What follows belongs to an exercise in optimizing a design on an open flow for small area; a production flow would make more cautious choices. In this exercise RTL edits were held to simulation tests only and were not proved equivalent to the original. Power and IR drop assume default switching activity.

==> inputs of wip/garnet <==
## rmii_axis_v1_0
module rmii_axis_v1_0 #
  (
   parameter [7:0]  FPGA_IP_1 = 10,
   parameter [7:0]  FPGA_IP_2 = 0,
   parameter [7:0]  FPGA_IP_3 = 0,
   parameter [7:0]  FPGA_IP_4 = 240,
   parameter [7:0]  HOST_IP_1 = 10,
   parameter [7:0]  HOST_IP_2 = 0,
   parameter [7:0]  HOST_IP_3 = 0,
   parameter [7:0]  HOST_IP_4 = 10,
   parameter [15:0] FPGA_PORT = 17767,
   parameter [15:0] HOST_PORT = 17767,
   parameter [47:0] FPGA_MAC = 48'he86a64e7e830,
   parameter [47:0] HOST_MAC = 48'he86a64e7e829,
   parameter [15:0] HEADER_CHECKSUM = 16'h65b3,
   parameter	    CHECK_DESTINATION = 1
   )
   (
    input wire		aclk,
    input wire		aresetn,
    input wire		ETH_CRSDV,
    input wire [1:0]	ETH_RXD,
    output wire		ETH_TXEN,
    output wire [1:0]	ETH_TXD,
    output wire		m00_axis_tvalid,
    output wire [7 : 0]	m00_axis_tdata,
    output wire		m00_axis_tlast,
    output wire		s00_axis_tready,
    input wire [7 : 0]	s00_axis_tdata,
    input wire		s00_axis_tlast,
    input wire [11:0]	s00_axis_tuser,
    input wire		s00_axis_tvalid
    );
   localparam		HOST_IP = {HOST_IP_1,HOST_IP_2,HOST_IP_3,HOST_IP_4};
   localparam		FPGA_IP = {FPGA_IP_1,FPGA_IP_2,FPGA_IP_3,FPGA_IP_4};
   packet_gen
     #(
       .FPGA_MAC(FPGA_MAC),
       .HOST_MAC(HOST_MAC),
       .FPGA_IP(FPGA_IP),
       .HOST_IP(HOST_IP),
       .FPGA_PORT(FPGA_PORT),
       .HOST_PORT(HOST_PORT),
       .HEADER_CHECKSUM(HEADER_CHECKSUM)
       )
   packet_gen_i
     (
  ...
==> flow/config.mk <==
export PLATFORM = sky130hd
export DESIGN_NAME = rmii_axis_v1_0
export DESIGN_NICKNAME = rmii_axis_v1_0
export VERILOG_FILES = /design/flow/design.v
export SDC_FILE = /design/flow/constraint.sdc
export NUM_CORES = 4
export LEC_CHECK = 0
export CAP_MARGIN = 20
export CORE_MARGIN = 2
export CORE_UTILIZATION = 65
export SLEW_MARGIN = 20
==> flow/constraint.sdc <==
create_clock -name core_clock -period 10.0 [get_ports {aclk}]
set_input_delay 2.0000 -clock core_clock [delete_from_list [all_inputs] [get_ports {aclk}]]
set_output_delay 2.0000 -clock core_clock [all_outputs]
set_load 0.01 [all_outputs]
standard.sh (not shown) runs the stock make flow with config.mk's settings and CLKGATE_MAP_FILE= SYNTH_SCRIPT=/design/flow/synth_recipe.tcl, a recipe that flattens the netlist after the stock synthesis.
==> flow/flow/run.sh <==
#!/bin/bash
# The standard layout (standard.sh), with two changes to how it is made:
#  - ports are buffered with the smallest buffer instead of the default
#    clkdlybuf4s50_1 (every input and output port still gets a buffer);
#  - clock tree synthesis uses larger sink clusters of clkbuf_16 leaves and
#    no dummy loads.
# Synthesis, floorplan, power grid, tap cells, placement and routing are
# the standard flow's.  The make output goes to standard.log.
set -euo pipefail
export BUFFER_PORTS_ARGS="-buffer_cell sky130_fd_sc_hd__buf_1"
export CTS_ARGS="-sink_clustering_enable -repair_clock_nets -dont_use_dummy_load -buf_list sky130_fd_sc_hd__clkbuf_8 -sink_clustering_size 20 -sink_clustering_max_diameter 60"
bash standard.sh > standard.log 2>&1
==> inputs of wip/quartz, as changes to wip/garnet <==
--- a/flow/design.v
+++ b/flow/design.v
@@ -9,61 +9,30 @@
     input		 srst,
     input [WIDTH-1:0]	 din,
     input		 wr_en,
     input		 rd_en,
     output [WIDTH-1:0]	 dout,
     output [5:0]	 count
     );
-   localparam GROUPS = (DEPTH + 6) / 8;    
-   logic [WIDTH-1:0]	 mem [0:DEPTH-1];
-   logic [DEPTH-1:0]	 valid;
-   logic [DEPTH-1:0]	 mv;       
-   logic [DEPTH-1:0]	 leave;    
-   logic [GROUPS:0]	 gleave;   
+   logic [WIDTH-1:0]	 mem [1:DEPTH];
    logic [5:0]		 cnt;
-   assign dout  = mem[0];
+   assign dout  = mem[cnt];
    assign count = cnt;
-   always_comb begin
-      logic g, p;
-      gleave[0] = rd_en;
-      for (int j = 0; j < GROUPS; j++) begin
-	 g = 1'b0;
-	 p = 1'b1;
-	 for (int i = 8*j; i < 8*j+8 && i < DEPTH-1; i++) begin
-	    g = (valid[i+1] & ~valid[i]) | (valid[i+1] & g);
-	    p = p & valid[i+1];
-	 end
-	 gleave[j+1] = g | (p & gleave[j]);
-      end
-      for (int i = 0; i < DEPTH; i++) begin
-	 if (i % 8 == 0)
-	   leave[i] = gleave[i/8];
-	 else
-	   leave[i] = valid[i] & (~valid[i-1] | leave[i-1]);
-      end
-      for (int i = 0; i < DEPTH-1; i++)
-	mv[i] = leave[i+1];
-      mv[DEPTH-1] = wr_en;
-   end
    always @(posedge clk) begin
-      for (int i = 0; i < DEPTH-1; i++)
-	if (mv[i])
-	  mem[i] <= mem[i+1];
-      if (wr_en)
-	mem[DEPTH-1] <= din;
+      if (wr_en) begin
+	 mem[1] <= din;
+	 for (int i = 2; i <= DEPTH; i++)
+	   mem[i] <= mem[i-1];
+      end
    end
    always @(posedge clk) begin
-      if (srst) begin
-	 valid <= '0;
-	 cnt   <= '0;
-      end
-      else begin
-	 valid <= mv | (valid & ~leave);
-	 cnt   <= cnt + {5'd0, wr_en} - {5'd0, rd_en};
-      end
+      if (srst)
+	cnt <= '0;
+      else
+	cnt <= cnt + {5'd0, wr_en} - {5'd0, rd_en};
    end
 endmodule
 `timescale 1ps / 1ps
 module crc_gen
   (
    input [1:0]	     data_in,
    input	     crc_en,
@@ -121,36 +90,31 @@
       FPGA_MAC[7:0], FPGA_MAC[15:8], FPGA_MAC[23:16], FPGA_MAC[31:24], FPGA_MAC[39:32], FPGA_MAC[47:40],
       HOST_MAC[7:0], HOST_MAC[15:8], HOST_MAC[23:16], HOST_MAC[31:24], HOST_MAC[39:32], HOST_MAC[47:40]
    };
    logic [7:0]	 ipv4_len;
    logic [7:0]	 udp_len;
    assign ipv4_len = 8'd28 + {2'b00, payload_bytes};
    assign udp_len  = 8'd8  + {2'b00, payload_bytes};
-   logic [7:0]	 b;
-   always_comb begin
-      case (pos[7:2])
-	6'd21: b = 8'hd5;
-	6'd22: b = HDR[0 +: 8];  6'd23: b = HDR[8 +: 8];  6'd24: b = HDR[16 +: 8];
-	6'd25: b = HDR[24 +: 8];  6'd26: b = HDR[32 +: 8];  6'd27: b = HDR[40 +: 8];
-	6'd28: b = HDR[48 +: 8];  6'd29: b = HDR[56 +: 8];  6'd30: b = HDR[64 +: 8];
-	6'd31: b = HDR[72 +: 8];  6'd32: b = HDR[80 +: 8]; 6'd33: b = HDR[88 +: 8];
-	6'd34: b = HDR[96 +: 8]; 6'd35: b = HDR[104 +: 8]; 6'd36: b = HDR[112 +: 8];
-	6'd37: b = HDR[120 +: 8]; 6'd38: b = HDR[128 +: 8]; 6'd39: b = ipv4_len;
-	6'd40: b = HDR[144 +: 8]; 6'd41: b = HDR[152 +: 8]; 6'd42: b = HDR[160 +: 8];
-	6'd43: b = HDR[168 +: 8]; 6'd44: b = HDR[176 +: 8]; 6'd45: b = HDR[184 +: 8];
-	6'd46: b = HDR[192 +: 8]; 6'd47: b = HDR[200 +: 8]; 6'd48: b = HDR[208 +: 8];
-	6'd49: b = HDR[216 +: 8]; 6'd50: b = HDR[224 +: 8]; 6'd51: b = HDR[232 +: 8];
-	6'd52: b = HDR[240 +: 8]; 6'd53: b = HDR[248 +: 8]; 6'd54: b = HDR[256 +: 8];
-	6'd55: b = HDR[264 +: 8]; 6'd56: b = HDR[272 +: 8]; 6'd57: b = HDR[280 +: 8];
-	6'd58: b = HDR[288 +: 8]; 6'd59: b = HDR[296 +: 8]; 6'd60: b = HDR[304 +: 8];
-	6'd61: b = udp_len;      6'd62: b = HDR[320 +: 8]; 6'd63: b = HDR[328 +: 8];
-	default: b = 8'h55;       
-      endcase
-   end
-   assign dibit = b[2*pos[1:0] +: 2];
+   logic [1:0]	 seq [0:255];
+   genvar	 p;
+   generate
+      for (p = 0; p < 256; p = p + 1) begin : g_seq
+	 if (p < 87)
+	   assign seq[p] = 2'b01;
+	 else if (p == 87)
+	   assign seq[p] = 2'b11;
+	 else if ((p - 88) / 4 == 17)
+	   assign seq[p] = ipv4_len[2*((p-88)%4) +: 2];
+	 else if ((p - 88) / 4 == 39)
+	   assign seq[p] = udp_len[2*((p-88)%4) +: 2];
+	 else
+	   assign seq[p] = HDR[2*(p-88) +: 2];
+      end
+   endgenerate
+   assign dibit = seq[pos];
 endmodule
 `timescale 1ns / 1ps
 module packet_gen
   #(
    parameter [31:0] FPGA_IP = 32'hC0A80164,
    parameter [31:0] HOST_IP = 32'hC0A80165,
    parameter [15:0] FPGA_PORT = 16'h4567,
@@ -170,18 +134,20 @@
     output logic	TX_EN,
     output logic [1:0]	TXD
     );
    logic [5:0]		n;
    assign n = S_AXIS_TUSER[5:0];
    logic		in_pkt;      
    logic [5:0]		fifo_count;
+   logic [6:0]		space_sum;
    logic		fifo_wr_en;
    logic		fifo_rd_en;
    logic [7:0]		fifo_out;
-   assign S_AXIS_TREADY = in_pkt | (fifo_count <= ~n);
+   assign space_sum = {1'b0, fifo_count} + {1'b0, n};
+   assign S_AXIS_TREADY = in_pkt | ~space_sum[6];
    assign fifo_wr_en = S_AXIS_TVALID & S_AXIS_TREADY;
    always_ff @(posedge CLK) begin
       if (RST)
 	in_pkt <= 1'b0;
       else if (fifo_wr_en)
 	in_pkt <= ~S_AXIS_TLAST;
    end
@@ -250,15 +216,20 @@
    assign byte_load = (state == HDR && pos_last) || (state == DATA && (&pos[1:0]));
    always_ff @(posedge CLK) begin
       if (byte_load)
 	data_buffer <= fifo_out;
       else
 	data_buffer <= {2'b00, data_buffer[7:2]};
    end
-   assign fifo_rd_en = state == DATA && pos[1:0] == 2'b00;
+   always_ff @(posedge CLK) begin
+      if (RST)
+	fifo_rd_en <= 1'b0;
+      else
+	fifo_rd_en <= byte_load && !(state == DATA && data_end);
+   end
    always_comb begin
       case (state)
 	HDR:     tx_data = hdr_dibit;
 	DATA:    tx_data = data_buffer[1:0];
 	default: tx_data = ~crc[1:0];
       endcase
    end
@@ -308,61 +279,68 @@
    end
    logic	    packet_start;
    logic	    packet_done;
    assign packet_start = !rxdv_z[2] && rxdv_z[1];
    assign packet_done  = rxdv_z[2] && !rxdv_z[1];
    localparam [1:0] IDLE = 2'd0, PREAMBLE_SFD = 2'd1, HEADER = 2'd2, DATA = 2'd3;
    logic [1:0]	    state;
-   logic [7:0]	    cnt;
+   logic [7:0]	    cnt;           
+   logic [4:0]	    run;           
    logic	    sfd_found;
-   logic	    mac_bad;
+   logic	    mac_ok;
    logic [1:0]	    mac_dibit;
    logic [7:0]	    data_buffer;
    logic	    data_valid;
    logic	    data_last;
-   assign sfd_found = (rxd_z[2] == 2'b11) && (&cnt[4:0]);
+   assign sfd_found = (rxd_z[2] == 2'b11) && (&run);
    always @(posedge clk) begin
       if (rst)
 	state <= IDLE;
       else
 	case (state)
 	  IDLE:         if (packet_start) state <= PREAMBLE_SFD;
 	  PREAMBLE_SFD: if (sfd_found) state <= HEADER;
 	  HEADER:       if (packet_done) state <= IDLE;
 			else if (cnt == 8'd167) state <= DATA;
 	  DATA:         if (packet_done) state <= IDLE;
 	endcase
    end
    always @(posedge clk) begin
-      case (state)
-	IDLE:         cnt <= '0;
-	PREAMBLE_SFD: if (rxd_z[2] == 2'b01)
-			cnt <= cnt + {7'd0, ~&cnt[4:0]};
-		      else
-			cnt <= '0;
-	default:      cnt <= cnt + 8'd1;
-      endcase
+      if (state == HEADER && !packet_done && cnt != 8'd167)
+	cnt <= cnt + 8'd1;
+      else if (state == DATA && !packet_done)
+	cnt <= cnt + 8'd1;
+      else
+	cnt <= '0;
+   end
+   always @(posedge clk) begin
+      if (rst)
+	run <= '0;
+      else if (state == PREAMBLE_SFD) begin
+	 if (rxd_z[2] == 2'b01)
+	   run <= run + {4'd0, ~&run};
+	 else
+	   run <= '0;
+      end
    end
    localparam [47:0] MAC_SEQ = {FPGA_MAC[7:0], FPGA_MAC[15:8], FPGA_MAC[23:16],
 				FPGA_MAC[31:24], FPGA_MAC[39:32], FPGA_MAC[47:40]};
    assign mac_dibit = MAC_SEQ[2*cnt[4:0] +: 2];
    always @(posedge clk) begin
-      if (state == PREAMBLE_SFD)
-	mac_bad <= 1'b0;
-      else if (state == HEADER && cnt < 8'd24 && rxd_z[2] != mac_dibit)
-	mac_bad <= 1'b1;
+      if (state == HEADER && cnt < 8'd24)
+	mac_ok <= (mac_ok || cnt == 8'd0) && (rxd_z[2] == mac_dibit);
    end
    always @(posedge clk) begin
       data_buffer <= {rxd_z[2], data_buffer[7:2]};
       if (rst) begin
 	 data_valid <= 1'b0;
 	 data_last  <= 1'b0;
       end
       else begin
-	 data_valid <= state == DATA && (&cnt[1:0]) && (!CHECK_DESTINATION || !mac_bad);
+	 data_valid <= state == DATA && (&cnt[1:0]) && (!CHECK_DESTINATION || mac_ok);
 	 data_last  <= state == DATA && packet_done;
       end
    end
    assign M_AXIS_TVALID = data_valid;
    assign M_AXIS_TDATA  = data_buffer;
    assign M_AXIS_TLAST  = data_last;
 endmodule
==> flow/run.sh (new file) <==
#!/bin/bash
# synth_recipe.tcl (not shown) runs the flow's synth.tcl, then flattens the netlist and writes it again
# the make line also repeats each setting of config.mk as NAME=value (left out here)
make -C /OpenROAD-flow-scripts/flow DESIGN_CONFIG=/design/flow/config.mk WORK_HOME=/design/flow/orfs CLKGATE_MAP_FILE= SYNTH_SCRIPT=/design/flow/synth_recipe.tcl finish
Settings changed: CORE_UTILIZATION 65 to 40.
removed: flow/flow/run.sh
removed: flow/standard.sh
==> summary of the runs <==
Between wip/garnet and wip/quartz, the lower cell area is in wip/garnet (gap about 12%, measured against wip/quartz).
Against wip/quartz, the wire length of wip/garnet is lower by 56%.
Area after synthesis: wip/quartz is higher than wip/garnet (3.8%).
Via count: wip/garnet is smaller than wip/quartz (34%).
Sequential share of layout area: wip/quartz is lower than wip/garnet (13 points).
Clock-buffer cell count: wip/garnet is lower than wip/quartz (38).
Between wip/quartz and wip/garnet, the lower die area is in wip/garnet (gap 67%, measured against wip/garnet).
The first-iteration DRC count of wip/quartz is 3.7 times that of wip/garnet.
Of wip/quartz and wip/garnet, wip/garnet has the higher flip-flop and latch count (gap 57).
In wip/garnet the critical path depth is lower than in wip/quartz, by 3.
==> figures <==
quantity                                                                               wip/quartz                 wip/garnet
Run status                                                                         finished clean             finished clean
Fillers                                                                                     5,103                      2,320
Critical path arrival                                                                     4.18 ns                    3.56 ns
Register area share after synthesis                                                        0.7237                     0.8011
Clock latency reported for the late side of the worst-skew pair                           0.66 ns                    0.59 ns
Highest-delay cell along the critical path                       sky130_fd_sc_hd__clkdlybuf4s50_1   sky130_fd_sc_hd__o31ai_1
Layout-to-synthesis area ratio                                                            1.1437x                    1.0478x
DP Area                                                                                25,160 µm²                 23,250 µm²
Max Fclk                                                                                161.8 MHz                  179.8 MHz
Unique masters post-synth                                                                      77                         71
Critical path startpoint                                                        s00_axis_tuser[1]          s00_axis_tuser[4]
First-iteration detailed-routing DRC count                                                  2,528                        692
Multi-input combinational cell count                                                          884                        651
Number of global-route vias before repair                                                  14,918                     10,139
Count of non-filler cells in the finished layout                                            2,483                      1,883
Clock skew after layout                                                                0.05014 ns                 0.03849 ns
Count of flip-flops and latches                                                               600                        657
Placement row count                                                                            89                         68
Number of clock buffers inserted by TritonCTS                                                  58                         40
Cell chosen for the clock root                                         sky130_fd_sc_hd__clkbuf_16  sky130_fd_sc_hd__clkbuf_8
Pwr Density                                                                          250.5 nW/µm²               187.2 nW/µm²

==> port drivers added, routing unchanged <==
No port has a modelled driver above. Below, the same layouts with a new extraction and two added sets of constraints.
Step 1: set_driving_cell puts a clkbuf_16 on aclk and a buf_2 on each other input, an assumption about the parent block.
Step 2 adds t to the input delays and takes it off the output delays; t is the mean of the earliest and latest rising clock arrival at the registers after step 1. Input paths then give back, and output paths get back, about the clock's delay inside the block.
a / b / c = ideal ports / drivers / drivers and shift; a / b = the first two.
| run | t (ns) | setup slack, ns | pins driven straight from the clock port |
|---|---|---|---|
| wip/garnet | 0.619 | 4.440 / 4.413 / 4.413 | 1 |
| wip/quartz | 0.689 | 3.818 / 3.793 / 3.793 | 1 |
After both steps setup and hold are still met in every run listed. The setup slack of wip/garnet, which loses most, moves by -0.027 ns with the drivers and by -0.027 ns with both steps.
